From an optimization exercise on the open Yosys and OpenROAD flow, aimed at small area and a short achievable clock period; shortcuts taken in it are not production practice.
Function was not checked in any run shown here: the RTL went through the layout flow alone.

==> flow/design.v <==
module display_comb(
	input wire [3:0] digit,
	output reg [7:0] segCode
);
always @(*) begin
	case (digit)
		4'h0: segCode = 8'b11000000;
		4'h1: segCode = 8'b11111001;
		4'h2: segCode = 8'b10100100;
		4'h3: segCode = 8'b10110000;
		4'h4: segCode = 8'b10011001;
		4'h5: segCode = 8'b10010010;
		4'h6: segCode = 8'b10000010;
		4'h7: segCode = 8'b11111000;
		4'h8: segCode = 8'b10000000;
		4'h9: segCode = 8'b10010000;
		default: segCode = 8'b11111111;
	endcase
end
endmodule
module scoreConverter(
	input wire [13:0] score,
	output wire [3:0] ones,
	output wire [3:0] tens,
	output wire [3:0] hundreds,
	output wire [3:0] thousands
);
function [3:0] add3;
	input [3:0] d;
	case (d)
		4'd5: add3 = 4'd8;
		4'd6: add3 = 4'd9;
		4'd7: add3 = 4'd10;
		4'd8: add3 = 4'd11;
		4'd9: add3 = 4'd12;
		4'd10: add3 = 4'd13;
		4'd11: add3 = 4'd14;
		4'd12: add3 = 4'd15;
		4'd13: add3 = 4'd0;
		4'd14: add3 = 4'd1;
		4'd15: add3 = 4'd2;
		default: add3 = d;
	endcase
endfunction
reg [17:0] bcd;
integer i;
always @(*) begin
	bcd = 18'd0;
	for (i = 13; i >= 0; i = i - 1) begin
		bcd[3:0] = add3(bcd[3:0]);
		bcd[7:4] = add3(bcd[7:4]);
		bcd[11:8] = add3(bcd[11:8]);
		bcd[15:12] = add3(bcd[15:12]);
		bcd = {bcd[16:0], score[i]};
	end
end
assign ones = bcd[3:0];
assign tens = bcd[7:4];
assign hundreds = bcd[11:8];
reg [3:0] th10;
always @(*) begin
	case (bcd[15:12])
		4'd0: th10 = 4'd10;
		4'd1: th10 = 4'd11;
		4'd2: th10 = 4'd12;
		4'd3: th10 = 4'd13;
		4'd4: th10 = 4'd14;
		4'd5: th10 = 4'd15;
		4'd6: th10 = 4'd0;
		4'd7: th10 = 4'd1;
		4'd8: th10 = 4'd2;
		default: th10 = 4'd3;
	endcase
end
assign thousands = bcd[16] ? th10 : bcd[15:12];
endmodule
module vga640x480(
	input wire clk,
	input wire reset,
	input wire [3:0] CatX,
	input wire [3:0] CatY,
	input wire [3:0] MouseX,
	input wire [3:0] MouseY,
	input wire [3:0] GoalX,
	input wire [3:0] GoalY,
	input wire GameOver,
	output wire hsync,
	output wire vsync,
	output reg [2:0] red,
	output reg [2:0] green,
	output reg [1:0] blue
);
reg [4:0] hcol;
reg [5:0] hsub;
reg [3:0] vrow;
reg [5:0] vsub;
function [15:0] map_row;
	input [3:0] r;
	case (r)
		4'd0:  map_row = 16'b1111111111111111;
		4'd1:  map_row = 16'b1000000110000011;
		4'd2:  map_row = 16'b1100110000110001;
		4'd3:  map_row = 16'b1001100000011101;
		4'd4:  map_row = 16'b1000001011000001;
		4'd5:  map_row = 16'b1010100000010101;
		4'd6:  map_row = 16'b1000101001010001;
		4'd7:  map_row = 16'b1010100000010101;
		4'd8:  map_row = 16'b1000001101000001;
		4'd9:  map_row = 16'b1011100000011101;
		4'd10: map_row = 16'b1000100000110001;
		4'd11: map_row = 16'b1100000110000011;
		default: map_row = 16'b1111111111111111;
	endcase
endfunction
function [5:0] inc6;
	input [5:0] a;
	inc6 = a ^ {&a[4:0], &a[3:0], &a[2:0], &a[1:0], a[0], 1'b1};
endfunction
wire hsub_end = (hsub == 6'd39);
wire line_end = (hcol == 5'd16) & (hsub == 6'd15);    
wire vsub_end = (vsub == 6'd39);
wire frame_end = (vrow == 4'd13);                       
always @(posedge clk or posedge reset) begin
	if (reset) begin
		hcol <= 5'd16;
		hsub <= 6'd16;
		vrow <= 4'd0;
		vsub <= 6'd0;
	end else begin
		if (hsub_end) begin
			hsub <= 6'd0;
			hcol <= (hcol == 5'd19) ? 5'd0 : hcol ^ {&hcol[3:0], &hcol[2:0], &hcol[1:0], hcol[0], 1'b1};
		end else
			hsub <= inc6(hsub);
		if (line_end) begin
			if (frame_end) begin
				vrow <= 4'd0;
				vsub <= 6'd0;
			end else if (vsub_end) begin
				vrow <= vrow ^ {&vrow[2:0], &vrow[1:0], vrow[0], 1'b1};
				vsub <= 6'd0;
			end else
				vsub <= inc6(vsub);
		end
	end
end
assign hsync = ~(((hcol == 5'd16) & (hsub[5] | hsub[4])) | (hcol == 5'd17) |
                 ((hcol == 5'd18) & ~hsub[5]));
assign vsync = ~((vrow == 4'd0) & (vsub[5:1] == 5'd0));
wire vsub_ge31 = vsub[5] | (&vsub[4:0]);
wire vact = ~((vrow == 4'd0) & ~vsub_ge31) & ~((vrow == 4'd12) & vsub_ge31) & (vrow != 4'd13);
wire hact = ~hcol[4];
wire [3:0] col = hcol[3:0];
wire [15:0] mrow = map_row(vrow);
wire wallpix = mrow[col];
always @(*) begin
	red = 3'b000;
	green = 3'b000;
	blue = 2'b00;
	if (vact & hact) begin
		if (col == MouseX && vrow == MouseY) begin
			green = 3'b111;
		end else if (col == CatX && vrow == CatY) begin
			red = 3'b111;
		end else if (col == GoalX && vrow == GoalY) begin
			red = 3'b111;
			green = 3'b111;
		end else if (!wallpix) begin
			if (GameOver) begin
				red = 3'b111;
			end else begin
				red = 3'b111;
				green = 3'b111;
				blue = 2'b11;
			end
		end else begin
			blue = 2'b11;
		end
	end
end
endmodule
module step_slots(
	input wire clk,
	input wire reset,
	input wire [5:0] cc,
	output wire mslot,
	output wire cslot,
	output reg [3:0] r15,
	output reg [3:0] r12
);
reg [6:0] b2;
reg [1:0] d3_0;
reg [1:0] d3_1;
reg [1:0] d3_2;
reg [1:0] d3_3;
reg [2:0] d5_0;
reg [2:0] d5_1;
reg [2:0] d5_2;
reg [2:0] d7_0;
reg [2:0] d7_1;
reg [3:0] d11_0;
reg [3:0] d11_1;
reg [3:0] q13;
wire q13_fb = ~(q13[3] ^ q13[2]) ^ (q13 == 4'd2);
reg [4:0] q17;
wire q17_fb = ~(q17[4] ^ q17[3]) ^ (q17 == 5'd30);
reg [4:0] q19;
wire q19_fb = ~(q19[4] ^ q19[3]) ^ (q19 == 5'd26);
reg [4:0] q23;
wire q23_fb = ~(q23[4] ^ q23[2]) ^ (q23 == 5'd12);
reg [4:0] q29;
wire q29_fb = ~(q29[4] ^ q29[2]) ^ (q29 == 5'd5);
reg [4:0] q31;
wire q31_fb = ~(q31[4] ^ q31[2]);
reg [5:0] q37;
wire q37_fb = ~(q37[5] ^ q37[4]) ^ (q37 == 6'd16);
reg [5:0] q41;
wire q41_fb = ~(q41[5] ^ q41[4]) ^ (q41 == 6'd58);
reg [5:0] q43;
wire q43_fb = ~(q43[5] ^ q43[4]) ^ (q43 == 6'd55);
reg [5:0] q47;
wire q47_fb = ~(q47[5] ^ q47[4]) ^ (q47 == 6'd6);
reg [5:0] q53;
wire q53_fb = ~(q53[5] ^ q53[4]) ^ (q53 == 6'd61);
reg [5:0] q59;
wire q59_fb = ~(q59[5] ^ q59[4]) ^ (q59 == 6'd36);
reg [5:0] q61;
wire q61_fb = ~(q61[5] ^ q61[4]) ^ (q61 == 6'd10);
reg [6:0] q67;
wire q67_fb = ~(q67[6] ^ q67[5]) ^ (q67 == 7'd123);
reg [6:0] q71;
wire q71_fb = ~(q71[6] ^ q71[3]) ^ (q71 == 7'd60);
reg [6:0] q73;
wire q73_fb = ~(q73[6] ^ q73[5]) ^ (q73 == 7'd1);
reg [6:0] q79;
wire q79_fb = ~(q79[6] ^ q79[5]) ^ (q79 == 7'd124);
reg [6:0] q83;
wire q83_fb = ~(q83[6] ^ q83[5]) ^ (q83 == 7'd105);
reg [6:0] q89;
wire q89_fb = ~(q89[6] ^ q89[5]) ^ (q89 == 7'd89);
reg [6:0] q97;
wire q97_fb = ~(q97[6] ^ q97[5]) ^ (q97 == 7'd109);
reg [6:0] q101;
wire q101_fb = ~(q101[6] ^ q101[5]) ^ (q101 == 7'd107);
reg [6:0] q103;
wire q103_fb = ~(q103[6] ^ q103[5]) ^ (q103 == 7'd119);
reg [6:0] q107;
wire q107_fb = ~(q107[6] ^ q107[5]) ^ (q107 == 7'd49);
reg [6:0] q109;
wire q109_fb = ~(q109[6] ^ q109[5]) ^ (q109 == 7'd37);
reg [6:0] q113;
wire q113_fb = ~(q113[6] ^ q113[5]) ^ (q113 == 7'd15);
reg [6:0] q127;
wire q127_fb = ~(q127[6] ^ q127[5]);
function [1:0] next3;
	input [1:0] d;
	case (d)
		2'd0: next3 = 2'd1;
		2'd1: next3 = 2'd2;
		2'd2: next3 = 2'd0;
		default: next3 = 2'd0;
	endcase
endfunction
function [2:0] next5;
	input [2:0] d;
	case (d)
		3'd0: next5 = 3'd1;
		3'd1: next5 = 3'd2;
		3'd2: next5 = 3'd3;
		3'd3: next5 = 3'd4;
		3'd4: next5 = 3'd0;
		default: next5 = 3'd0;
	endcase
endfunction
function [2:0] next7;
	input [2:0] d;
	case (d)
		3'd0: next7 = 3'd1;
		3'd1: next7 = 3'd2;
		3'd2: next7 = 3'd3;
		3'd3: next7 = 3'd4;
		3'd4: next7 = 3'd5;
		3'd5: next7 = 3'd6;
		3'd6: next7 = 3'd0;
		default: next7 = 3'd0;
	endcase
endfunction
function [3:0] next11;
	input [3:0] d;
	case (d)
		4'd0: next11 = 4'd1;
		4'd1: next11 = 4'd2;
		4'd2: next11 = 4'd3;
		4'd3: next11 = 4'd4;
		4'd4: next11 = 4'd5;
		4'd5: next11 = 4'd6;
		4'd6: next11 = 4'd7;
		4'd7: next11 = 4'd8;
		4'd8: next11 = 4'd9;
		4'd9: next11 = 4'd10;
		4'd10: next11 = 4'd0;
		default: next11 = 4'd0;
	endcase
endfunction
wire wrap = (b2 == 7'd127) & (d3_0 == 2'd1) & (d3_1 == 2'd2) & (d3_2 == 2'd1) & (d3_3 == 2'd0) & (d5_0 == 3'd1) & (d5_1 == 3'd3) & (d5_2 == 3'd3) & (d7_0 == 3'd0) & (d7_1 == 3'd4) & (d11_0 == 4'd7) & (d11_1 == 4'd10) & (q13 == 4'd14);
always @(posedge clk or posedge reset) begin
	if (reset) begin
		b2 <= 7'd0;
		d3_0 <= 2'd0;
		d3_1 <= 2'd0;
		d3_2 <= 2'd0;
		d3_3 <= 2'd0;
		d5_0 <= 3'd0;
		d5_1 <= 3'd0;
		d5_2 <= 3'd0;
		d7_0 <= 3'd0;
		d7_1 <= 3'd0;
		d11_0 <= 4'd0;
		d11_1 <= 4'd0;
		q13 <= 4'd0;
		q17 <= 5'd0;
		q19 <= 5'd0;
		q23 <= 5'd4;
		q29 <= 5'd0;
		q31 <= 5'd0;
		q37 <= 6'd2;
		q41 <= 6'd0;
		q43 <= 6'd0;
		q47 <= 6'd0;
		q53 <= 6'd0;
		q59 <= 6'd0;
		q61 <= 6'd0;
		q67 <= 7'd0;
		q71 <= 7'd0;
		q73 <= 7'd0;
		q79 <= 7'd0;
		q83 <= 7'd0;
		q89 <= 7'd0;
		q97 <= 7'd0;
		q101 <= 7'd0;
		q103 <= 7'd0;
		q107 <= 7'd0;
		q109 <= 7'd0;
		q113 <= 7'd0;
		q127 <= 7'd0;
	end else if (wrap) begin
		b2 <= 7'd0;
		d3_0 <= 2'd0;
		d3_1 <= 2'd0;
		d3_2 <= 2'd0;
		d3_3 <= 2'd0;
		d5_0 <= 3'd0;
		d5_1 <= 3'd0;
		d5_2 <= 3'd0;
		d7_0 <= 3'd0;
		d7_1 <= 3'd0;
		d11_0 <= 4'd0;
		d11_1 <= 4'd0;
		q13 <= 4'd0;
		q17 <= 5'd0;
		q19 <= 5'd0;
		q23 <= 5'd4;
		q29 <= 5'd0;
		q31 <= 5'd0;
		q37 <= 6'd2;
		q41 <= 6'd0;
		q43 <= 6'd0;
		q47 <= 6'd0;
		q53 <= 6'd0;
		q59 <= 6'd0;
		q61 <= 6'd0;
		q67 <= 7'd0;
		q71 <= 7'd0;
		q73 <= 7'd0;
		q79 <= 7'd0;
		q83 <= 7'd0;
		q89 <= 7'd0;
		q97 <= 7'd0;
		q101 <= 7'd0;
		q103 <= 7'd0;
		q107 <= 7'd0;
		q109 <= 7'd0;
		q113 <= 7'd0;
		q127 <= 7'd0;
	end else begin
		b2 <= b2 ^ {&b2[5:0], &b2[4:0], &b2[3:0], &b2[2:0], &b2[1:0], b2[0], 1'b1};
		d3_0 <= next3(d3_0);
		if ((d3_0 == 2'd2)) d3_1 <= next3(d3_1);
		if ((d3_0 == 2'd2) & (d3_1 == 2'd2)) d3_2 <= next3(d3_2);
		if ((d3_0 == 2'd2) & (d3_1 == 2'd2) & (d3_2 == 2'd2)) d3_3 <= next3(d3_3);
		d5_0 <= next5(d5_0);
		if ((d5_0 == 3'd4)) d5_1 <= next5(d5_1);
		if ((d5_0 == 3'd4) & (d5_1 == 3'd4)) d5_2 <= next5(d5_2);
		d7_0 <= next7(d7_0);
		if ((d7_0 == 3'd6)) d7_1 <= next7(d7_1);
		d11_0 <= next11(d11_0);
		if ((d11_0 == 4'd10)) d11_1 <= next11(d11_1);
		q13 <= {q13[2:0], q13_fb};
		q17 <= {q17[3:0], q17_fb};
		q19 <= {q19[3:0], q19_fb};
		q23 <= {q23[3:0], q23_fb};
		q29 <= {q29[3:0], q29_fb};
		q31 <= {q31[3:0], q31_fb};
		q37 <= {q37[4:0], q37_fb};
		q41 <= {q41[4:0], q41_fb};
		q43 <= {q43[4:0], q43_fb};
		q47 <= {q47[4:0], q47_fb};
		q53 <= {q53[4:0], q53_fb};
		q59 <= {q59[4:0], q59_fb};
		q61 <= {q61[4:0], q61_fb};
		q67 <= {q67[5:0], q67_fb};
		q71 <= {q71[5:0], q71_fb};
		q73 <= {q73[5:0], q73_fb};
		q79 <= {q79[5:0], q79_fb};
		q83 <= {q83[5:0], q83_fb};
		q89 <= {q89[5:0], q89_fb};
		q97 <= {q97[5:0], q97_fb};
		q101 <= {q101[5:0], q101_fb};
		q103 <= {q103[5:0], q103_fb};
		q107 <= {q107[5:0], q107_fb};
		q109 <= {q109[5:0], q109_fb};
		q113 <= {q113[5:0], q113_fb};
		q127 <= {q127[5:0], q127_fb};
	end
end
reg ms, cs;
always @(*) begin
	case (cc)
		6'd0: begin ms = ((d5_0 == 3'd0)) & (q13 == 4'd0); cs = ((d5_0 == 3'd0)) & (q13 == 4'd0); end
		6'd1: begin ms = (b2[0:0] == 1'd0) & ((d3_0 == 2'd0)) & ((d11_0 == 4'd0)); cs = (b2[5:0] == 6'd0); end
		6'd2: begin ms = (q67 == 7'd0); cs = ((d3_0 == 2'd0) & (d3_1 == 2'd0)) & ((d7_0 == 3'd0)); end
		6'd3: begin ms = (b2[1:0] == 2'd0) & (q17 == 5'd0); cs = (b2[0:0] == 1'd0) & (q31 == 5'd0); end
		6'd4: begin ms = ((d3_0 == 2'd0)) & (q23 == 5'd4); cs = (q61 == 6'd0); end
		6'd5: begin ms = (b2[0:0] == 1'd0) & ((d5_0 == 3'd0)) & ((d7_0 == 3'd0)); cs = (b2[1:0] == 2'd0) & ((d3_0 == 2'd0)) & ((d5_0 == 3'd0)); end
		6'd6: begin ms = (q71 == 7'd0); cs = (q59 == 6'd0); end
		6'd7: begin ms = (b2[2:0] == 3'd0) & ((d3_0 == 2'd0) & (d3_1 == 2'd0)); cs = (b2[0:0] == 1'd0) & (q29 == 5'd0); end
		6'd8: begin ms = (q73 == 7'd0); cs = ((d3_0 == 2'd0)) & (q19 == 5'd0); end
		6'd9: begin ms = (b2[0:0] == 1'd0) & (q37 == 6'd2); cs = (b2[2:0] == 3'd0) & ((d7_0 == 3'd0)); end
		6'd10: begin ms = ((d3_0 == 2'd0)) & ((d5_0 == 3'd0) & (d5_1 == 3'd0)); cs = ((d5_0 == 3'd0)) & ((d11_0 == 4'd0)); end
		6'd11: begin ms = (b2[1:0] == 2'd0) & (q19 == 5'd0); cs = (b2[0:0] == 1'd0) & ((d3_0 == 2'd0) & (d3_1 == 2'd0) & (d3_2 == 2'd0)); end
		6'd12: begin ms = ((d7_0 == 3'd0)) & ((d11_0 == 4'd0)); cs = (q53 == 6'd0); end
		6'd13: begin ms = (b2[0:0] == 1'd0) & ((d3_0 == 2'd0)) & (q13 == 4'd0); cs = (b2[1:0] == 2'd0) & (q13 == 4'd0); end
		6'd14: begin ms = (q79 == 7'd0); cs = ((d3_0 == 2'd0)) & (q17 == 5'd0); end
		6'd15: begin ms = (b2[3:0] == 4'd0) & ((d5_0 == 3'd0)); cs = (b2[0:0] == 1'd0) & ((d5_0 == 3'd0) & (d5_1 == 3'd0)); end
		6'd16: begin ms = ((d3_0 == 2'd0) & (d3_1 == 2'd0) & (d3_2 == 2'd0) & (d3_3 == 2'd0)); cs = ((d7_0 == 3'd0) & (d7_1 == 3'd0)); end
		6'd17: begin ms = (b2[0:0] == 1'd0) & (q41 == 6'd0); cs = (b2[3:0] == 4'd0) & ((d3_0 == 2'd0)); end
		6'd18: begin ms = (q83 == 7'd0); cs = (q47 == 6'd0); end
		6'd19: begin ms = (b2[1:0] == 2'd0) & ((d3_0 == 2'd0)) & ((d7_0 == 3'd0)); cs = (b2[0:0] == 1'd0) & (q23 == 5'd4); end
		6'd20: begin ms = ((d5_0 == 3'd0)) & (q17 == 5'd0); cs = ((d3_0 == 2'd0) & (d3_1 == 2'd0)) & ((d5_0 == 3'd0)); end
		6'd21: begin ms = (b2[0:0] == 1'd0) & (q43 == 6'd0); cs = (b2[1:0] == 2'd0) & ((d11_0 == 4'd0)); end
		6'd22: begin ms = ((d3_0 == 2'd0)) & (q29 == 5'd0); cs = (q43 == 6'd0); end
		6'd23: begin ms = (b2[2:0] == 3'd0) & ((d11_0 == 4'd0)); cs = (b2[0:0] == 1'd0) & ((d3_0 == 2'd0)) & ((d7_0 == 3'd0)); end
		6'd24: begin ms = (q89 == 7'd0); cs = (q41 == 6'd0); end
		6'd25: begin ms = (b2[0:0] == 1'd0) & ((d3_0 == 2'd0) & (d3_1 == 2'd0)) & ((d5_0 == 3'd0)); cs = (b2[2:0] == 3'd0) & ((d5_0 == 3'd0)); end
		6'd26: begin ms = ((d7_0 == 3'd0)) & (q13 == 4'd0); cs = ((d3_0 == 2'd0)) & (q13 == 4'd0); end
		6'd27: begin ms = (b2[1:0] == 2'd0) & (q23 == 5'd4); cs = (b2[0:0] == 1'd0) & (q19 == 5'd0); end
		6'd28: begin ms = ((d3_0 == 2'd0)) & (q31 == 5'd0); cs = (q37 == 6'd2); end
		6'd29: begin ms = (b2[0:0] == 1'd0) & (q47 == 6'd0); cs = (b2[1:0] == 2'd0) & ((d3_0 == 2'd0) & (d3_1 == 2'd0)); end
		6'd30: begin ms = ((d5_0 == 3'd0)) & (q19 == 5'd0); cs = ((d5_0 == 3'd0)) & ((d7_0 == 3'd0)); end
		6'd31: begin ms = (b2[4:0] == 5'd0) & ((d3_0 == 2'd0)); cs = (b2[0:0] == 1'd0) & (q17 == 5'd0); end
		6'd32: begin ms = (q97 == 7'd0); cs = ((d3_0 == 2'd0)) & ((d11_0 == 4'd0)); end
		6'd33: begin ms = (b2[0:0] == 1'd0) & ((d7_0 == 3'd0) & (d7_1 == 3'd0)); cs = (b2[4:0] == 5'd0); end
		6'd34: begin ms = ((d3_0 == 2'd0) & (d3_1 == 2'd0)) & ((d11_0 == 4'd0)); cs = (q31 == 5'd0); end
		6'd35: begin ms = (b2[1:0] == 2'd0) & ((d5_0 == 3'd0) & (d5_1 == 3'd0)); cs = (b2[0:0] == 1'd0) & ((d3_0 == 2'd0)) & ((d5_0 == 3'd0)); end
		6'd36: begin ms = (q101 == 7'd0); cs = (q29 == 5'd0); end
		6'd37: begin ms = (b2[0:0] == 1'd0) & ((d3_0 == 2'd0)) & (q17 == 5'd0); cs = (b2[1:0] == 2'd0) & ((d7_0 == 3'd0)); end
		6'd38: begin ms = (q103 == 7'd0); cs = ((d3_0 == 2'd0) & (d3_1 == 2'd0) & (d3_2 == 2'd0)); end
		6'd39: begin ms = (b2[2:0] == 3'd0) & (q13 == 4'd0); cs = (b2[0:0] == 1'd0) & (q13 == 4'd0); end
		6'd40: begin ms = ((d3_0 == 2'd0)) & ((d5_0 == 3'd0)) & ((d7_0 == 3'd0)); cs = ((d5_0 == 3'd0) & (d5_1 == 3'd0)); end
		6'd41: begin ms = (b2[0:0] == 1'd0) & (q53 == 6'd0); cs = (b2[2:0] == 3'd0) & ((d3_0 == 2'd0)); end
		6'd42: begin ms = (q107 == 7'd0); cs = (q23 == 5'd4); end
		6'd43: begin ms = (b2[1:0] == 2'd0) & ((d3_0 == 2'd0) & (d3_1 == 2'd0) & (d3_2 == 2'd0)); cs = (b2[0:0] == 1'd0) & ((d11_0 == 4'd0)); end
		6'd44: begin ms = (q109 == 7'd0); cs = ((d3_0 == 2'd0)) & ((d7_0 == 3'd0)); end
		6'd45: begin ms = (b2[0:0] == 1'd0) & ((d5_0 == 3'd0)) & ((d11_0 == 4'd0)); cs = (b2[1:0] == 2'd0) & ((d5_0 == 3'd0)); end
		6'd46: begin ms = ((d3_0 == 2'd0)) & (q37 == 6'd2); cs = (q19 == 5'd0); end
		6'd47: begin ms = (b2[3:0] == 4'd0) & ((d7_0 == 3'd0)); cs = (b2[0:0] == 1'd0) & ((d3_0 == 2'd0) & (d3_1 == 2'd0)); end
		6'd48: begin ms = (q113 == 7'd0); cs = (q17 == 5'd0); end
		6'd49: begin ms = (b2[0:0] == 1'd0) & ((d3_0 == 2'd0)) & (q19 == 5'd0); cs = (b2[3:0] == 4'd0); end
		6'd50: begin ms = ((d5_0 == 3'd0)) & (q23 == 5'd4); cs = ((d3_0 == 2'd0)) & ((d5_0 == 3'd0)); end
		6'd51: begin ms = (b2[1:0] == 2'd0) & (q29 == 5'd0); cs = (b2[0:0] == 1'd0) & ((d7_0 == 3'd0)); end
		6'd52: begin ms = ((d3_0 == 2'd0) & (d3_1 == 2'd0)) & (q13 == 4'd0); cs = (q13 == 4'd0); end
		6'd53: begin ms = (b2[0:0] == 1'd0) & (q59 == 6'd0); cs = (b2[1:0] == 2'd0) & ((d3_0 == 2'd0)); end
		6'd54: begin ms = ((d7_0 == 3'd0)) & (q17 == 5'd0); cs = ((d11_0 == 4'd0)); end
		6'd55: begin ms = (b2[2:0] == 3'd0) & ((d3_0 == 2'd0)) & ((d5_0 == 3'd0)); cs = (b2[0:0] == 1'd0) & ((d5_0 == 3'd0)); end
		6'd56: begin ms = ((d11_0 == 4'd0) & (d11_1 == 4'd0)); cs = ((d3_0 == 2'd0) & (d3_1 == 2'd0)); end
		6'd57: begin ms = (b2[0:0] == 1'd0) & (q61 == 6'd0); cs = (b2[2:0] == 3'd0); end
		6'd58: begin ms = ((d3_0 == 2'd0)) & (q41 == 6'd0); cs = ((d7_0 == 3'd0)); end
		6'd59: begin ms = (b2[1:0] == 2'd0) & (q31 == 5'd0); cs = (b2[0:0] == 1'd0) & ((d3_0 == 2'd0)); end
		6'd60: begin ms = ((d5_0 == 3'd0) & (d5_1 == 3'd0) & (d5_2 == 3'd0)); cs = ((d5_0 == 3'd0)); end
		6'd61: begin ms = (b2[0:0] == 1'd0) & ((d3_0 == 2'd0) & (d3_1 == 2'd0)) & ((d7_0 == 3'd0)); cs = (b2[1:0] == 2'd0); end
		6'd62: begin ms = (q127 == 7'd0); cs = ((d3_0 == 2'd0)); end
		6'd63: begin ms = (b2[6:0] == 7'd0); cs = (b2[0:0] == 1'd0); end
		default: begin ms = 1'b0; cs = 1'b0; end
	endcase
end
assign mslot = ms;
assign cslot = cs;
always @(*) begin
	case ({d3_0, d5_0})
		{2'd0, 3'd0}: r15 = 4'd0;
		{2'd0, 3'd1}: r15 = 4'd6;
		{2'd0, 3'd2}: r15 = 4'd12;
		{2'd0, 3'd3}: r15 = 4'd3;
		{2'd0, 3'd4}: r15 = 4'd9;
		{2'd1, 3'd0}: r15 = 4'd10;
		{2'd1, 3'd1}: r15 = 4'd1;
		{2'd1, 3'd2}: r15 = 4'd7;
		{2'd1, 3'd3}: r15 = 4'd13;
		{2'd1, 3'd4}: r15 = 4'd4;
		{2'd2, 3'd0}: r15 = 4'd5;
		{2'd2, 3'd1}: r15 = 4'd11;
		{2'd2, 3'd2}: r15 = 4'd2;
		{2'd2, 3'd3}: r15 = 4'd8;
		{2'd2, 3'd4}: r15 = 4'd14;
		default: r15 = 4'd0;
	endcase
	case ({d3_0, b2[1:0]})
		{2'd0, 2'd0}: r12 = 4'd0;
		{2'd0, 2'd1}: r12 = 4'd9;
		{2'd0, 2'd2}: r12 = 4'd6;
		{2'd0, 2'd3}: r12 = 4'd3;
		{2'd1, 2'd0}: r12 = 4'd4;
		{2'd1, 2'd1}: r12 = 4'd1;
		{2'd1, 2'd2}: r12 = 4'd10;
		{2'd1, 2'd3}: r12 = 4'd7;
		{2'd2, 2'd0}: r12 = 4'd8;
		{2'd2, 2'd1}: r12 = 4'd5;
		{2'd2, 2'd2}: r12 = 4'd2;
		{2'd2, 2'd3}: r12 = 4'd11;
		default: r12 = 4'd0;
	endcase
end
endmodule
module Location(
	input wire rightBtn,
	input wire leftBtn,
	input wire upBtn,
	input wire downBtn,
	input wire crightBtn,
	input wire cleftBtn,
	input wire cupBtn,
	input wire cdownBtn,
	input wire clock,
	input wire reset,
	output wire [3:0] CatX,
	output wire [3:0] CatY,
	output wire [3:0] MouseX,
	output wire [3:0] MouseY,
	output wire [3:0] GoalX,
	output wire [3:0] GoalY,
	output wire [13:0] Score,
	output wire GameOver
);
reg [3:0] mx, my, cx, cy, gx, gy;
reg [13:0] sc;
reg go;
reg [5:0] cc;
wire mslot, cslot;
wire [3:0] r15, r12;
step_slots steps(
	.clk(clock),
	.reset(reset),
	.cc(cc),
	.mslot(mslot),
	.cslot(cslot),
	.r15(r15),
	.r12(r12)
);
function [15:0] map_row;
	input [3:0] r;
	case (r)
		4'd0:  map_row = 16'b1111111111111111;
		4'd1:  map_row = 16'b1000000110000011;
		4'd2:  map_row = 16'b1100110000110001;
		4'd3:  map_row = 16'b1001100000011101;
		4'd4:  map_row = 16'b1000001011000001;
		4'd5:  map_row = 16'b1010100000010101;
		4'd6:  map_row = 16'b1000101001010001;
		4'd7:  map_row = 16'b1010100000010101;
		4'd8:  map_row = 16'b1000001101000001;
		4'd9:  map_row = 16'b1011100000011101;
		4'd10: map_row = 16'b1000100000110001;
		4'd11: map_row = 16'b1100000110000011;
		default: map_row = 16'b1111111111111111;
	endcase
endfunction
function map_bit;
	input [3:0] r;
	input [3:0] c;
	reg [15:0] row;
	begin
		row = map_row(r);
		map_bit = row[c];
	end
endfunction
function [3:0] inc4;
	input [3:0] a;
	inc4 = a ^ {&a[2:0], &a[1:0], a[0], 1'b1};
endfunction
function [3:0] dec4;
	input [3:0] a;
	dec4 = a ^ {~|a[2:0], ~|a[1:0], ~a[0], 1'b1};
endfunction
function [13:0] add14;
	input [13:0] a;
	input [13:0] b;
	integer i;
	reg c;
	begin
		c = 1'b0;
		for (i = 0; i < 14; i = i + 1) begin
			add14[i] = a[i] ^ b[i] ^ c;
			c = (a[i] & b[i]) | (c & (a[i] ^ b[i]));
		end
	end
endfunction
function [13:0] dec14;
	input [13:0] a;
	integer i;
	reg b;
	begin
		b = 1'b1;
		for (i = 0; i < 14; i = i + 1) begin
			dec14[i] = a[i] ^ b;
			b = b & ~a[i];
		end
	end
endfunction
function [13:0] bonus;
	input [3:0] x;
	input [3:0] y;
	bonus = add14(add14(14'd50, {10'd0, x}), {10'd0, y});
endfunction
wire mact = mslot & ~go;
wire [3:0] myU = dec4(my), myD = inc4(my), mxR = inc4(mx), mxL = dec4(mx);
wire mokU = ~map_bit(myU, mx);
wire mokR = ~map_bit(my, mxR);
wire mokD = ~map_bit(myD, mx);
wire mokL = ~map_bit(my, mxL);
wire mbtn = upBtn | rightBtn | downBtn | leftBtn;
wire mgoU = mact & upBtn & mokU;
wire mgoR = mact & ~upBtn & rightBtn & mokR;
wire mgoD = mact & ~upBtn & ~rightBtn & downBtn & mokD;
wire mgoL = mact & ~upBtn & ~rightBtn & ~downBtn & leftBtn & mokL;
wire mstx = ~(mgoR | mgoL);
wire msty = ~(mgoU | mgoD);
wire [3:0] mxn = mgoR ? mxR : (mgoL ? mxL : mx);
wire [3:0] myn = mgoU ? myU : (mgoD ? myD : my);
wire cact = cslot & ~go;
wire [3:0] cyU = dec4(cy), cyD = inc4(cy), cxR = inc4(cx), cxL = dec4(cx);
wire cokU = ~map_bit(cyU, cx);
wire cokR = ~map_bit(cy, cxR);
wire cokD = ~map_bit(cyD, cx);
wire cokL = ~map_bit(cy, cxL);
wire cgoU = cact & cupBtn & cokU;
wire cgoR = cact & ~cupBtn & crightBtn & cokR;
wire cgoD = cact & ~cupBtn & ~crightBtn & cdownBtn & cokD;
wire cgoL = cact & ~cupBtn & ~crightBtn & ~cdownBtn & cleftBtn & cokL;
wire cstx = ~(cgoR | cgoL);
wire csty = ~(cgoU | cgoD);
wire [3:0] cxn = cgoR ? cxR : (cgoL ? cxL : cx);
wire [3:0] cyn = cgoU ? cyU : (cgoD ? cyD : cy);
wire eqx = ((mstx & cstx | mgoR & cgoR | mgoL & cgoL) & (mx == cx)) |
           (mstx & cgoR & (mx == cxR)) | (mgoL & cstx & (mxL == cx)) | (mgoL & cgoR & (mxL == cxR)) |
           (mstx & cgoL & (mx == cxL)) | (mgoR & cstx & (mxR == cx)) | (mgoR & cgoL & (mxR == cxL));
wire eqy = ((msty & csty | mgoD & cgoD | mgoU & cgoU) & (my == cy)) |
           (msty & cgoD & (my == cyD)) | (mgoU & csty & (myU == cy)) | (mgoU & cgoD & (myU == cyD)) |
           (msty & cgoU & (my == cyU)) | (mgoD & csty & (myD == cy)) | (mgoD & cgoU & (myD == cyU));
wire caught = cact & eqx & eqy;
function within1;
	input [3:0] a;
	input [3:0] b;
	within1 = (a == b) | ((a == inc4(b)) & (b != 4'd15)) | ((inc4(a) == b) & (a != 4'd15));
endfunction
wire nearx = (cstx & within1(cx, gx)) | (cgoR & within1(cxR, gx)) | (cgoL & within1(cxL, gx));
wire neary = (csty & within1(cy, gy)) | (cgoU & within1(cyU, gy)) | (cgoD & within1(cyD, gy));
wire near = nearx & neary;
wire eatgx = (mstx & (mx == gx)) | (mgoR & (mxR == gx)) | (mgoL & (mxL == gx));
wire eatgy = (msty & (my == gy)) | (mgoU & (myU == gy)) | (mgoD & (myD == gy));
wire eatrx = (mstx & (mx == r15)) | (mgoR & (mxR == r15)) | (mgoL & (mxL == r15));
wire eatry = (msty & (my == r12)) | (mgoU & (myU == r12)) | (mgoD & (myD == r12));
wire eat = near ? (eatrx & eatry) : (eatgx & eatgy);
wire dec = mact & (|sc) & (mbtn | (sc == 14'd1));
wire [13:0] scm1 = dec14(sc);
wire [13:0] addg = add14(sc, bonus(gx, gy));
wire [13:0] addr = add14(sc, bonus(r15, r12));
wire [13:0] addg1 = dec14(addg);
wire [13:0] addr1 = dec14(addr);
wire [13:0] sc2 = eat ? (near ? (dec ? addr1 : addr) : (dec ? addg1 : addg)) : (dec ? scm1 : sc);
wire gmove = near | eat | map_bit(gy, gx);
always @(posedge clock or posedge reset) begin
	if (reset) begin
		mx <= 4'd5;
		my <= 4'd3;
		cx <= 4'd9;
		cy <= 4'd11;
		gx <= 4'd14;
		gy <= 4'd10;
		sc <= 14'd0;
		go <= 1'b0;
		cc <= 6'd0;
	end else begin
		mx <= mxn;
		my <= myn;
		cx <= cxn;
		cy <= cyn;
		if (gmove) begin
			gx <= r15;
			gy <= r12;
		end
		sc <= sc2;
		go <= go | caught;
		if (eat) cc <= cc ^ {&cc[4:0], &cc[3:0], &cc[2:0], &cc[1:0], cc[0], 1'b1};
	end
end
assign CatX = cx;
assign CatY = cy;
assign MouseX = mx;
assign MouseY = my;
assign GoalX = gx;
assign GoalY = gy;
assign Score = sc;
assign GameOver = go;
endmodule
module top_fsm(
	input clk,
	input reset,
	input rightBtn,
	input leftBtn,
	input upBtn,
	input downBtn,
	input crightBtn,
	input cleftBtn,
	input cupBtn,
	input cdownBtn,
	output reg [7:0] segCode,
	output wire [3:0] an,
	output wire [2:0] red,
	output wire [2:0] green,
	output wire [1:0] blue,
	output wire hsync,
	output wire vsync,
	output wire [3:0] catX,
	output wire [3:0] catY,
	output wire [3:0] mouseX,
	output wire [3:0] mouseY,
	output wire [3:0] goalX,
	output wire [3:0] goalY,
	output wire [13:0] score,
	output wire gameOver
);
Location locate(
	.rightBtn(rightBtn),
	.leftBtn(leftBtn),
	.upBtn(upBtn),
	.downBtn(downBtn),
	.crightBtn(crightBtn),
	.cleftBtn(cleftBtn),
	.cupBtn(cupBtn),
	.cdownBtn(cdownBtn),
	.clock(clk),
	.reset(reset),
	.CatX(catX),
	.CatY(catY),
	.MouseX(mouseX),
	.MouseY(mouseY),
	.GoalX(goalX),
	.GoalY(goalY),
	.Score(score),
	.GameOver(gameOver)
);
wire [3:0] ones, tens, hundreds, thousands;
scoreConverter converter(
	.score(score),
	.ones(ones),
	.tens(tens),
	.hundreds(hundreds),
	.thousands(thousands)
);
vga640x480 drawScreen(
	.clk(clk),
	.reset(reset),
	.CatX(catX),
	.CatY(catY),
	.MouseX(mouseX),
	.MouseY(mouseY),
	.GoalX(goalX),
	.GoalY(goalY),
	.GameOver(gameOver),
	.hsync(hsync),
	.vsync(vsync),
	.red(red),
	.green(green),
	.blue(blue)
);
reg [1:0] count;
always @(posedge clk or posedge reset) begin
	if (reset)
		count <= 2'b00;
	else
		count <= {count[1] ^ count[0], ~count[0]};
end
reg [3:0] digit;
always @(*) begin
	case (count)
		2'd0: digit = ones;
		2'd1: digit = tens;
		2'd2: digit = hundreds;
		default: digit = thousands;
	endcase
end
wire [7:0] seg;
display_comb decode(
	.digit(digit),
	.segCode(seg)
);
reg [1:0] shown;
always @(posedge clk) begin
	segCode <= seg;
	shown <= count;
end
assign an = (shown == 2'd0) ? 4'b1110 :
            (shown == 2'd1) ? 4'b1101 :
            (shown == 2'd2) ? 4'b1011 : 4'b0111;
endmodule
==> flow/run.sh <==
#!/bin/bash
# synth_recipe.tcl (not shown) runs the flow's synth.tcl, then flattens the netlist and writes it again
# the make line also repeats each setting of config.mk as NAME=value (left out here)
make -C /OpenROAD-flow-scripts/flow DESIGN_CONFIG=/design/flow/config.mk WORK_HOME=/design/flow/orfs CLKGATE_MAP_FILE= SYNTH_SCRIPT=/design/flow/synth_recipe.tcl finish
==> flow/config.mk <==
export PLATFORM = sky130hd
export DESIGN_NAME = top_fsm
export DESIGN_NICKNAME = top_fsm
export VERILOG_FILES = /design/flow/design.v
export SDC_FILE = /design/flow/constraint.sdc
export NUM_CORES = 4
export LEC_CHECK = 0
export CAP_MARGIN = 20
export CORE_MARGIN = 2
export CORE_UTILIZATION = 40
export SLEW_MARGIN = 20
==> flow/constraint.sdc <==
create_clock -name core_clock -period 90.0 [get_ports {clk}]
set_input_delay 18.0000 -clock core_clock [delete_from_list [all_inputs] [get_ports {clk}]]
set_output_delay 18.0000 -clock core_clock [all_outputs]
set_load 0.01 [all_outputs]
==> results of run 1 <==
[metrics by stage]
| stage | instances | hold slack [ns] | setup WS, ns | instance area (um^2) |
|---|---|---|---|---|
| 2_1_floorplan | 2895 | 0.395 | 64.65 | 24100 |
| 3_3_place_gp | 3569 | 0.420 | 68.48 | 25200 |
| 3_5_place_dp | 3569 | 0.423 | 68.34 | 25200 |
| 4_1_cts | 3626 | 0.435 | 67.94 | 26100 |
| 5_1_grt | 3626 | 0.456 | 67.59 | 26100 |
| 6_report | 3626 | 0.435 | 68.00 | 26100 |
[worst max path at each step]
stage                             from  slack (ns)            to  depth (start not counted)
global placement                 upBtn       68.48  locate.cc[1]                         10
floorplan                        reset       64.65      count[0]                          1
global route        drawScreen.vrow[0]       67.59       blue[1]                         13
CTS                 drawScreen.vrow[0]       67.94      green[2]                         13
detailed placement               upBtn       68.34  locate.cc[1]                         10
finish              drawScreen.vrow[0]       68.00      green[2]                         13
[sequential cells by signal, indices dropped and copies added (netlist names), 7 cells and up]
name	count
locate.sc	14
locate.steps.b2	7
locate.steps.q101	7
locate.steps.q103	7
locate.steps.q107	7
locate.steps.q109	7
locate.steps.q113	7
locate.steps.q127	7
locate.steps.q67	7
locate.steps.q71	7
locate.steps.q73	7
locate.steps.q79	7
locate.steps.q83	7
locate.steps.q89	7
locate.steps.q97	7
segCode	7
[synth_stat cells (21+ instances only)]
master	count	area, um^2
buf_1	22	82.6
dfrtp_1	250	6260
nand4_1	39	244
nand2_1	233	875
nor2_1	240	901
o21ai_0	175	876
o211ai_1	24	180
and3_1	23	144
a211oi_1	42	315
xnor2_1	109	955
clkbuf_1	144	541
inv_1	146	548
nand3_1	63	315
nor3_1	88	440
xor2_1	86	753
mux2_2	22	248
and2_1	138	863
mux2i_1	51	510
a22oi_1	21	158
nor4_1	51	319
nor2b_1	27	169
nand2b_1	33	206
o22ai_1	26	163
a21oi_1	152	761
ha_1	174	2180
a31oi_1	31	194
[cells by family after synthesis]
group           after synthesis  share of synthesized area, %
fa+ha+maj                   200                          11.0
other cells                   1                        0.0156
compound gates              713                          19.9
buf+inv                     358                          6.04
mux                          85                          4.23
flops                       277                          28.7
xor+xnor                    195                          7.10
simple gates               1066                          23.0
[per-layer routing]
metal  up-vias  wire [um]  GRT usage (%)  part of all wire (%)
met3       103       3720           2.60                   5.3
met4         0       1720           5.87                   2.5
met2       659      31700           35.1                    46
met1     10600      32400           31.0                    47
met5         -          0              0                     0
li1      10200          -              -                     -
[critical path, stage by stage, from the launching register on]
cell	delay (ns)
dfrtp_1	0.64
inv_1	0.16
ha_1	0.37
nand2b_1	0.18
a21oi_1	0.15
a31o_2	0.14
o21ai_0	0.07
mux4_2	0.46
nor2_1	0.10
a21oi_1	0.09
o21ai_0	0.21
a22oi_1	0.09
nor2_1	0.18
clkdlybuf4s50_1	0.57
[final cells by class]
class,count,area (um^2)
clock buffers,47,866
clock inverters,10,76.3
fillers,5854,33100
inverters,154,586
multi-input cells,2260,15700
flip-flops and latches,277,6910
well taps,773,967
repair buffers,105,961
==> flow_metrics.env, run 1 <==
export IMPL_setup_worst_path_start_class="flip-flop"
export IMPL_cts_sinks=277
export IMPL_overflow=0
export IMPL_cts_tree="yes"
export IMPL_clock_latency_ns=0.61
export IMPL_crit_required_ns=72.00
export IMPL_firstDrtPassIters=5
export IMPL_r2r_cells=25
export IMPL_min_to="shown[1]"
export IMPL_worstPathArrival_ns=4.00
export IMPL_syn_instance_count=2895
export IMPL_skew_ns=0.0241
export IMPL_ctsHoldBuffers=0
export IMPL_tightest_slew_ns=1.09
export IMPL_grt_max_degree=131
export IMPL_coreArea_um2=59200
export IMPL_min_from="count[1]"
export IMPL_clk_pin_slew_worst_paths_ns=0.05
export IMPL_rows=89
export IMPL_setup_viol=0
export IMPL_slew_headroom_pct=26.8
export IMPL_timing_final_crit_share_pct=24.4
export IMPL_cts_setup_buffers=0
export IMPL_cap_violations=0
export IMPL_antennaDiodeCount=0
export IMPL_nets=3033
export IMPL_cts_resized=0
export IMPL_synth_distinct_cells=116
export IMPL_outcome="complete, no violations"
export IMPL_drv_slew=0
export IMPL_synth_edf_count=0
export IMPL_fmax_ghz=0.0455
export IMPL_seq_area_frac_synth_pct=28.7
export IMPL_gp_congestion=0.951
export IMPL_dp_hpwl_um=49200
export IMPL_critPathMaxFanout=12
export IMPL_grt_pass1_vias=20700
export IMPL_rr_startpoint="locate.steps.d5_0[0]"
export IMPL_final_common_cell="dfrtp_1"
export IMPL_routedWlPerCell_um=19.2
export IMPL_drcViolationCount=0
export IMPL_syn_area_per_cell_um2=8.31
export IMPL_cts_made_buffers=31
export IMPL_grtUsageTotal_pct=21.8
export IMPL_final_util_pct=44.1
export IMPL_h_tree_depth=1
export IMPL_reg2reg_to="locate.sc[12]"
export IMPL_ys_ff_latch=277
export IMPL_syn_num_nets=3099
export IMPL_num_io_pins=71
export IMPL_drt_iter0_drc=1639
export IMPL_port_buffers=69
export IMPL_cts_buffer_depth=3
export IMPL_crit_type="reg2out"
export IMPL_rsz0062_at_grt="no"
export IMPL_drt_total_wl_um=69500
export IMPL_dieArea_um2=62100
export IMPL_hp_class="reg2reg"
export IMPL_period_needed_ns=22.00
export IMPL_synth_warnings=6
export IMPL_grt_pass1_wl_um=113000
export IMPL_hold_viol_final=0
export IMPL_die_h_um=249
export IMPL_reg2reg_slack_ns=82.92
export IMPL_antenna_found_initial=1
export IMPL_ys_flop_type="dfrtp_1"
export IMPL_min_path_cells=0
export IMPL_cp_end_kind="primary output"
export IMPL_antenna_left=0
export IMPL_die_w_um=249
export IMPL_setup_tns_ns=0
export IMPL_root_buffer="clkbuf_16"
export IMPL_drive_gt1_share_pct=7.01
export IMPL_synthArstFlopShare_pct=96.8
export IMPL_area_growth_syn_to_layout_pct=8.51
export IMPL_initial_utilization_pct=40.6
export IMPL_vias=21500
export IMPL_layout_common_cells="dfrtp_1 (250), nor2_1 (240), nand2_1 (233)"
export IMPL_via_per_inst=5.94
export IMPL_syn_area_um2=24100
==> inputs of run 2 (changes only) <==
--- a/flow/design.v
+++ b/flow/design.v
@@ -84,11 +84,11 @@
 	input wire [3:0] GoalX,
 	input wire [3:0] GoalY,
 	input wire GameOver,
-	output wire hsync,
-	output wire vsync,
-	output reg [2:0] red,
-	output reg [2:0] green,
-	output reg [1:0] blue
+	output reg hsync,
+	output reg vsync,
+	output wire [2:0] red,
+	output wire [2:0] green,
+	output wire [1:0] blue
 );
 reg [4:0] hcol;
 reg [5:0] hsub;
@@ -120,64 +120,68 @@
 wire line_end = (hcol == 5'd16) & (hsub == 6'd15);    
 wire vsub_end = (vsub == 6'd39);
 wire frame_end = (vrow == 4'd13);                       
+wire [5:0] nhsub = hsub_end ? 6'd0 : inc6(hsub);
+wire [4:0] nhcol = ~hsub_end ? hcol : (hcol == 5'd19) ? 5'd0 : hcol ^ {&hcol[3:0], &hcol[2:0], &hcol[1:0], hcol[0], 1'b1};
+wire [5:0] nvsub = ~line_end ? vsub : (frame_end | vsub_end) ? 6'd0 : inc6(vsub);
+wire [3:0] nvrow = ~line_end ? vrow : frame_end ? 4'd0 : vsub_end ? vrow ^ {&vrow[2:0], &vrow[1:0], vrow[0], 1'b1} : vrow;
+wire nhsync = ~(((nhcol == 5'd16) & (nhsub[5] | nhsub[4])) | (nhcol == 5'd17) |
+                ((nhcol == 5'd18) & ~nhsub[5]));
+wire nvsync = ~((nvrow == 4'd0) & (nvsub[5:1] == 5'd0));
+wire nvsub_ge31 = nvsub[5] | (&nvsub[4:0]);
+wire nvact = ~((nvrow == 4'd0) & ~nvsub_ge31) & ~((nvrow == 4'd12) & nvsub_ge31) & (nvrow != 4'd13);
+wire nhact = ~nhcol[4];
+wire [3:0] ncol = nhcol[3:0];
+wire [15:0] nmrow = map_row(nvrow);
+wire nwallpix = nmrow[ncol];
+reg r, g, b;
+always @(*) begin
+	r = 1'b0;
+	g = 1'b0;
+	b = 1'b0;
+	if (nvact & nhact) begin
+		if (ncol == MouseX && nvrow == MouseY) begin
+			g = 1'b1;
+		end else if (ncol == CatX && nvrow == CatY) begin
+			r = 1'b1;
+		end else if (ncol == GoalX && nvrow == GoalY) begin
+			r = 1'b1;
+			g = 1'b1;
+		end else if (!nwallpix) begin
+			r = 1'b1;
+			g = ~GameOver;
+			b = ~GameOver;
+		end else begin
+			b = 1'b1;
+		end
+	end
+end
+reg red1, green1, blue1;
 always @(posedge clk or posedge reset) begin
 	if (reset) begin
 		hcol <= 5'd16;
 		hsub <= 6'd16;
 		vrow <= 4'd0;
 		vsub <= 6'd0;
+		hsync <= 1'b0;
+		vsync <= 1'b0;
+		red1 <= 1'b0;
+		green1 <= 1'b0;
+		blue1 <= 1'b0;
 	end else begin
-		if (hsub_end) begin
-			hsub <= 6'd0;
-			hcol <= (hcol == 5'd19) ? 5'd0 : hcol ^ {&hcol[3:0], &hcol[2:0], &hcol[1:0], hcol[0], 1'b1};
-		end else
-			hsub <= inc6(hsub);
-		if (line_end) begin
-			if (frame_end) begin
-				vrow <= 4'd0;
-				vsub <= 6'd0;
-			end else if (vsub_end) begin
-				vrow <= vrow ^ {&vrow[2:0], &vrow[1:0], vrow[0], 1'b1};
-				vsub <= 6'd0;
-			end else
-				vsub <= inc6(vsub);
-		end
-	end
-end
-assign hsync = ~(((hcol == 5'd16) & (hsub[5] | hsub[4])) | (hcol == 5'd17) |
-                 ((hcol == 5'd18) & ~hsub[5]));
-assign vsync = ~((vrow == 4'd0) & (vsub[5:1] == 5'd0));
-wire vsub_ge31 = vsub[5] | (&vsub[4:0]);
-wire vact = ~((vrow == 4'd0) & ~vsub_ge31) & ~((vrow == 4'd12) & vsub_ge31) & (vrow != 4'd13);
-wire hact = ~hcol[4];
-wire [3:0] col = hcol[3:0];
-wire [15:0] mrow = map_row(vrow);
-wire wallpix = mrow[col];
-always @(*) begin
-	red = 3'b000;
-	green = 3'b000;
-	blue = 2'b00;
-	if (vact & hact) begin
-		if (col == MouseX && vrow == MouseY) begin
-			green = 3'b111;
-		end else if (col == CatX && vrow == CatY) begin
-			red = 3'b111;
-		end else if (col == GoalX && vrow == GoalY) begin
-			red = 3'b111;
-			green = 3'b111;
-		end else if (!wallpix) begin
-			if (GameOver) begin
-				red = 3'b111;
-			end else begin
-				red = 3'b111;
-				green = 3'b111;
-				blue = 2'b11;
-			end
-		end else begin
-			blue = 2'b11;
-		end
+		hcol <= nhcol;
+		hsub <= nhsub;
+		vrow <= nvrow;
+		vsub <= nvsub;
+		hsync <= nhsync;
+		vsync <= nvsync;
+		red1 <= r;
+		green1 <= g;
+		blue1 <= b;
 	end
 end
+assign red = {3{red1}};
+assign green = {3{green1}};
+assign blue = {2{blue1}};
 endmodule
 module step_slots(
 	input wire clk,
@@ -549,7 +553,14 @@
 	output wire [3:0] GoalX,
 	output wire [3:0] GoalY,
 	output wire [13:0] Score,
-	output wire GameOver
+	output wire GameOver,
+	output wire [3:0] nCatX,
+	output wire [3:0] nCatY,
+	output wire [3:0] nMouseX,
+	output wire [3:0] nMouseY,
+	output wire [3:0] nGoalX,
+	output wire [3:0] nGoalY,
+	output wire nGameOver
 );
 reg [3:0] mx, my, cx, cy, gx, gy;
 reg [13:0] sc;
@@ -721,6 +732,13 @@
 assign GoalY = gy;
 assign Score = sc;
 assign GameOver = go;
+assign nCatX = cxn;
+assign nCatY = cyn;
+assign nMouseX = mxn;
+assign nMouseY = myn;
+assign nGoalX = gmove ? r15 : gx;
+assign nGoalY = gmove ? r12 : gy;
+assign nGameOver = go | caught;
 endmodule
 module top_fsm(
 	input clk,
@@ -749,6 +767,8 @@
 	output wire [13:0] score,
 	output wire gameOver
 );
+wire [3:0] nCatX, nCatY, nMouseX, nMouseY, nGoalX, nGoalY;
+wire nGameOver;
 Location locate(
 	.rightBtn(rightBtn),
 	.leftBtn(leftBtn),
@@ -767,7 +787,14 @@
 	.GoalX(goalX),
 	.GoalY(goalY),
 	.Score(score),
-	.GameOver(gameOver)
+	.GameOver(gameOver),
+	.nCatX(nCatX),
+	.nCatY(nCatY),
+	.nMouseX(nMouseX),
+	.nMouseY(nMouseY),
+	.nGoalX(nGoalX),
+	.nGoalY(nGoalY),
+	.nGameOver(nGameOver)
 );
 wire [3:0] ones, tens, hundreds, thousands;
 scoreConverter converter(
@@ -780,13 +807,13 @@
 vga640x480 drawScreen(
 	.clk(clk),
 	.reset(reset),
-	.CatX(catX),
-	.CatY(catY),
-	.MouseX(mouseX),
-	.MouseY(mouseY),
-	.GoalX(goalX),
-	.GoalY(goalY),
-	.GameOver(gameOver),
+	.CatX(nCatX),
+	.CatY(nCatY),
+	.MouseX(nMouseX),
+	.MouseY(nMouseY),
+	.GoalX(nGoalX),
+	.GoalY(nGoalY),
+	.GameOver(nGameOver),
 	.hsync(hsync),
 	.vsync(vsync),
 	.red(red),
--- a/flow/config.mk
+++ b/flow/config.mk
@@ -5,6 +5,7 @@
 export SDC_FILE = /design/flow/constraint.sdc
 export NUM_CORES = 4
 export LEC_CHECK = 0
+export ABC_AREA = 1
 export CAP_MARGIN = 20
 export CORE_MARGIN = 2
 export CORE_UTILIZATION = 40
==> run 2 against run 1 <==
Compared with the run above: worst hold slack lost 0.026 ns; register-to-register slack gained 0.11 ns; die area is 4.0% lower; first-iteration DRC count fell by 7.4%; final cell count increased by 12%; critical path depth down 1; non-clock buffer count decreased by 19; count of clock-buffer cells in the layout rose by 6; wire length shrank 7.6%; critical path type is now in2reg.
==> flow_metrics.env, run 2 <==
export IMPL_largest_reg_flops=14
export IMPL_clock_latency_ns=0.57
export IMPL_setup_worst_path_start_class="input pin"
export IMPL_drcViolationCount=0
export IMPL_grt_max_degree=86
export IMPL_coreArea_um2=57400
export IMPL_ctsHoldBuffers=0
export IMPL_cts_made_buffers=36
export IMPL_gp_congestion=0.968
export IMPL_synth_distinct_cells=74
export IMPL_cts_sinks=282
export IMPL_period_needed_ns=21.41
export IMPL_outcome="complete, no violations"
export IMPL_via_per_inst=5.29
export IMPL_firstDrtPassIters=6
export IMPL_rows=88
export IMPL_cap_violations=0
export IMPL_slew_headroom_pct=33.6
export IMPL_ys_ff_latch=282
export IMPL_grt_pass1_vias=20200
export IMPL_setup_tns_ns=0
export IMPL_cp_end_kind="flip-flop"
export IMPL_syn_area_per_cell_um2=7.10
export IMPL_tightest_slew_ns=0.996
export IMPL_antenna_left=0
export IMPL_crit_required_ns=90.42
export IMPL_rsz0062_at_grt="no"
export IMPL_initial_utilization_pct=40.2
export IMPL_grtUsageTotal_pct=21.4
export IMPL_port_buffers=69
export IMPL_die_w_um=244
export IMPL_timing_final_crit_share_pct=23.8
export IMPL_syn_num_nets=3453
export IMPL_drt_total_wl_um=64200
export IMPL_synth_edf_count=0
export IMPL_worstPathArrival_ns=21.83
export IMPL_dp_hpwl_um=48300
export IMPL_drive_gt1_share_pct=6.88
export IMPL_synth_warnings=6
export IMPL_n_fill_cell=5837
export IMPL_regMostFlops="locate.sc"
export IMPL_hold_viol_final=0
export IMPL_final_common_cell="nand2_1"
export IMPL_cts_setup_buffers=0
export IMPL_multi_input_area_um2=13600
export IMPL_synthTopCellsByArea="dfrtp_1 (28%), ha_1 (9.3%), nand2_1 (9.0%), inv_1 (8.1%), nor2_1 (7.1%)"
export IMPL_syn_instance_count=3251
export IMPL_routedWlPerCell_um=15.8
export IMPL_ys_flop_type="dfrtp_1"
export IMPL_cts_buffer_depth=3
export IMPL_worst_path_largest_cell_delay_ns=0.73
export IMPL_nets=3475
export IMPL_crit_type="in2reg"
export IMPL_grt_pass1_wl_um=105000
export IMPL_critPathMaxFanout=35
export IMPL_die_h_um=244
export IMPL_dieArea_um2=59600
export IMPL_setup_viol=0
export IMPL_cts_resized=0
export IMPL_fmax_ghz=0.0467
export IMPL_synthArstFlopShare_pct=96.8
export IMPL_skew_ns=0.0488
export IMPL_overflow=0
export IMPL_num_io_pins=71
export IMPL_layout_common_cells="nand2_1 (553), inv_1 (497), nor2_1 (435)"
export IMPL_yosysTopAreaCellShare_pct=27.7
export IMPL_area_growth_syn_to_layout_pct=11.2
export IMPL_crit_chain="clkdlybuf4s50_1 > inv_1 > a211oi_1 > nand2_1 > nand3_1 > o211ai_2 > nand2_2 > nand2_1 > nand2_1 > clkinv_1 > o311ai_0 > inv_1"
export IMPL_slowest_stage="clkinv_1"
export IMPL_yosysMostFrequentCell="nand2_1"
export IMPL_hp_class="reg2reg"
export IMPL_crit_top_cell="nand2_1"
export IMPL_root_buffer="clkbuf_16"
export IMPL_h_tree_depth=2
export IMPL_antennaDiodeCount=0
export IMPL_yosysTopAreaCell="dfrtp_1"
export IMPL_seq_area_frac_synth_pct=30.5
export IMPL_synth_common_cells="nand2_1 (553), inv_1 (499), nor2_1 (435)"
export IMPL_drt_iter0_drc=1517
export IMPL_drv_slew=0
export IMPL_seq_area_um2=7030
export IMPL_syn_area_um2=23100
export IMPL_antenna_found_initial=0
export IMPL_clk_pin_slew_worst_paths_ns=0.06
export IMPL_cts_tree="yes"
export IMPL_vias=21500
==> run 2: worst paths after layout <==
kind                            depth (start not counted)  slack [ns]                 start                  end
worst max-delay path                                   12       68.59                cupBtn        locate.sc[13]
worst min-delay path                                    0        0.41   locate.steps.q13[0]  locate.steps.q13[1]
worst max register to register                         27       83.03  locate.steps.d5_0[0]        locate.sc[13]
worst min register to register                          0        0.41   locate.steps.q13[0]  locate.steps.q13[1]
max in group asynchronous                               4       70.00                 reset         locate.my[2]
min in group asynchronous                               2       17.87                 reset  locate.steps.q19[1]
==> run 2: worst max-delay path, delay by kind of cell <==
kind	cells	cell delay [ns]
compound gates	3	1.18
buf+inv	4	1.42
simple gates	5	1.20
==> run 2: cells by family after synthesis <==
group | count (synthesis) | share of synthesized area [%]
muxes | 1 | 0.0434
buffers and inverters | 645 | 10.7
AOI/OAI and AO/OA | 484 | 13.2
other | 1 | 0.0163
DFF | 282 | 30.5
xor gates and xnor gates | 138 | 5.24
adders and majority gates | 192 | 11.1
and+or+nand+nor | 1508 | 29.3
==> run 2: per-layer routing <==
| metal | routed length [um] | GRT usage [%] | vias to the layer above |
|---|---|---|---|
| met2 | 28400 | 34.2 | 695 |
| met1 | 29600 | 29.2 | 9912 |
| met5 | 0 | 0 | - |
| met4 | 2340 | 8.23 | 0 |
| li1 | - | - | 10700 |
| met3 | 3880 | 2.96 | 164 |
==> run 2: area by class of cell <==
class,instances,area share [%]
flip-flops and latches,282,27.4
clock inverters,10,0.712
inverters,543,8.00
repair buffers,86,3.19
well taps,765,3.73
clock buffers,53,4.07
multi-input cells,2324,52.9
==> run 2: metrics by stage <==
| stage | instance area, um^2 | setup WS, ns | std cells | utilization, % | hold slack [ns] |
|---|---|---|---|---|---|
| 2_1_floorplan | 23100 | 64.51 | 3251 | - | 0.395 |
| 3_5_place_dp | 24400 | 68.08 | 4000 | 42.6 | 0.400 |
| 3_3_place_gp | 24400 | 68.17 | 4000 | 42.6 | 0.398 |
| 6_report | 25700 | 68.59 | 4063 | 44.7 | 0.408 |
| 4_1_cts | 25700 | 68.64 | 4063 | 44.7 | 0.410 |
| 5_1_grt | 25700 | 68.15 | 4063 | 44.7 | 0.427 |
==> inputs of run 3 (changes only) <==
--- a/flow/config.mk
+++ b/flow/config.mk
@@ -5,7 +5,6 @@
 export SDC_FILE = /design/flow/constraint.sdc
 export NUM_CORES = 4
 export LEC_CHECK = 0
-export ABC_AREA = 1
 export CAP_MARGIN = 20
 export CORE_MARGIN = 2
 export CORE_UTILIZATION = 40
==> run 3 against run 2 <==
Compared with the run above: wire length grew 16%; critical path depth grew 2; largest cell class unchanged; setup slack gained 0.17 ns; fmax grew 0.80%; flip-flop and latch count is the same.
==> flow_metrics.env, run 3 <==
export IMPL_final_cells=3793
export IMPL_grt_pass1_vias=21500
export IMPL_clock_latency_ns=0.62
export IMPL_die_h_um=253
export IMPL_cts_setup_buffers=0
export IMPL_synth_common_cells="dfrtp_1 (255), nor2_1 (241), nand2_1 (210)"
export IMPL_syn_instance_count=2992
export IMPL_regMostFlops="locate.sc"
export IMPL_fin_ws_ns=68.76
export IMPL_yosysTopAreaCell="dfrtp_1"
export IMPL_synthTopCellsByArea="dfrtp_1 (26%), ha_1 (8.6%), xnor2_1 (4.2%), and2_1 (3.7%), nor2_1 (3.6%)"
export IMPL_cts_tree="yes"
export IMPL_largest_reg_flops=14
export IMPL_hp_class="reg2reg"
export IMPL_vias=22700
export IMPL_timing_final_crit_share_pct=23.6
export IMPL_gp_congestion=0.953
export IMPL_cts_buffer_depth=3
export IMPL_grt_max_degree=133
export IMPL_layout_common_cells="dfrtp_1 (255), nor2_1 (241), nand2_1 (210)"
export IMPL_synth_edf_count=0
export IMPL_skew_ns=0.0297
export IMPL_synthArstFlopShare_pct=96.8
export IMPL_h_tree_depth=1
export IMPL_drv_slew=0
export IMPL_crit_required_ns=90.50
export IMPL_slowest_stage="clkdlybuf4s50_1"
export IMPL_final_area_um2=27200
export IMPL_nets=3133
export IMPL_setup_worst_path_start_class="input pin"
export IMPL_dieArea_um2=64300
export IMPL_grtUsageTotal_pct=22.8
export IMPL_dp_cells=3734
export IMPL_num_io_pins=71
export IMPL_port_buffers=69
export IMPL_ys_ff_latch=282
export IMPL_clk_pin_slew_worst_paths_ns=0.06
export IMPL_cp_end_kind="flip-flop"
export IMPL_cts_made_buffers=31
export IMPL_critical_path_top_delay_family="compound AO/OA/AOI/OAI gates"
export IMPL_worst_path_stages=14
export IMPL_r2r_cells=25
export IMPL_cap_violations=0
export IMPL_antenna_found_initial=0
export IMPL_drcViolationCount=0
export IMPL_root_buffer="clkbuf_16"
export IMPL_coreArea_um2=61600
export IMPL_slew_headroom_pct=29.5
export IMPL_post_place_ws_ns=68.18
export IMPL_worst_path_largest_cell_delay_ns=0.47
export IMPL_syn_num_nets=3194
export IMPL_crit_chain="clkdlybuf4s50_1 > inv_1 > a311oi_1 > o21ai_0 > o21a_1 > o22ai_2 > buf_4 > nand2_1 > a21oi_2 > mux2_2 > xnor2_1 > nor4_1 > nand4_1 > nor4bb_1"
export IMPL_routedWlPerCell_um=19.7
export IMPL_overflow=0
export IMPL_cts_resized=0
export IMPL_via_per_inst=5.99
export IMPL_fmax_ghz=0.0471
export IMPL_initial_utilization_pct=40.4
export IMPL_yosysTopAreaCellShare_pct=25.6
export IMPL_final_common_cell="dfrtp_1"
export IMPL_critPathBufInv=3
export IMPL_syn_area_um2=24900
export IMPL_yosysMostFrequentCell="dfrtp_1"
export IMPL_tightest_slew_ns=1.05
export IMPL_ys_flop_type="dfrtp_1"
export IMPL_worstPathArrival_ns=21.74
export IMPL_period_needed_ns=21.24
export IMPL_grt_pass1_wl_um=120000
export IMPL_setup_viol=0
export IMPL_min_path_cells=1
export IMPL_synth_distinct_cells=117
export IMPL_holdWs_ns=0.429
export IMPL_drt_total_wl_um=74700
export IMPL_die_w_um=253
export IMPL_firstDrtPassIters=6
export IMPL_hold_viol_final=0
export IMPL_drt_iter0_drc=2006
export IMPL_drive_gt1_share_pct=8.09
export IMPL_ctsHoldBuffers=0
export IMPL_cts_sinks=282
export IMPL_setup_tns_ns=0
export IMPL_area_growth_syn_to_layout_pct=9.14
export IMPL_antennaDiodeCount=0
export IMPL_synth_warnings=6
export IMPL_reg2reg_slack_ns=82.64
export IMPL_crit_type="in2reg"
export IMPL_rsz0062_at_grt="no"
export IMPL_outcome="complete, no violations"
export IMPL_rows=91
export IMPL_seq_area_frac_synth_pct=28.3
export IMPL_dp_hpwl_um=52500
export IMPL_critPathMaxFanout=33
export IMPL_place_area_um2=26100
export IMPL_antenna_left=0
export IMPL_syn_area_per_cell_um2=8.32
[run 3: layout make-up]
cell class | instances | area (um^2)
Tap cell | 837 | 1050
Multi-Input combinational cell | 2333 | 16400
Timing Repair Buffer | 117 | 1070
Clock buffer | 42 | 877
Sequential cell | 282 | 7030
Clock inverter | 16 | 146
Fill cell | 6026 | 34400
Inverter | 166 | 631
[run 3: worst paths after layout]
kind | start | endpoint
min | drawScreen.hsub[0] | drawScreen.hsub[0]
max in group asynchronous | reset | locate.steps.d5_1[0]
min reg2reg | drawScreen.hsub[0] | drawScreen.hsub[0]
max | cupBtn | drawScreen.blue1
max reg2reg | locate.steps.d5_0[0] | locate.sc[13]
min in group asynchronous | reset | locate.steps.q59[2]
[run 3: layer usage]
layer  vias to the layer above  global-route usage (%)  wire, um  part of all wire, %
li1                      10700                       -         -                    -
met1                     11200                    32.7     34600                   46
met2                       747                    36.5     34200                   46
met3                       108                    2.00      4140                  5.5
met4                         0                    6.41      1770                  2.4
met5                         -                       0         0                    0
[run 3: per-stage QoR]
step	util (%)
after global routing	44.1
after CTS	44.1
final	44.1
after floorplan	-
after detailed placement	42.4
after global placement	42.4
[run 3: cells by family after synthesis]
kind of cell | after synthesis | share of synthesized area, %
buf+inv | 377 | 6.22
simple gates | 1120 | 23.7
flops | 282 | 28.3
xor+xnor | 187 | 6.58
fa+ha+maj | 193 | 10.3
mux | 71 | 3.67
compound gates | 761 | 21.3
other cells | 1 | 0.0151

re-timing with driven ports:
How much do the figures lean on ideal ports? The routed layouts below were timed once more, with nothing changed but the port constraints.
Step 1 assumes that a clkbuf_16 drives the clock port and a buf_2 every other input.
Step 2, shift: input delay + t, output delay - t, t = (earliest + latest rising clock arrival at the registers) / 2. This alone moves slack from input paths to output paths.
Slacks: no drivers / after step 1 / after step 2; pairs: no drivers / after step 1.
| run | t, ns | setup WS [ns] | clock arrival spread, ns | worst slew at a driven data input, ns |
|---|---|---|---|---|
| run 1 | 0.654 | 67.999 / 67.941 / 68.292 | 0.026 / 0.026 | 0.03 |
| run 2 | 0.609 | 68.589 / 68.625 / 68.016 | 0.049 / 0.049 | 0.07 |
| run 3 | 0.659 | 68.759 / 68.775 / 68.116 | 0.030 / 0.030 | 0.04 |
After both steps every run listed still meets setup and hold. For run 3, which loses most, drivers alone change the setup slack by +0.016 ns; drivers and shift together by -0.643 ns.
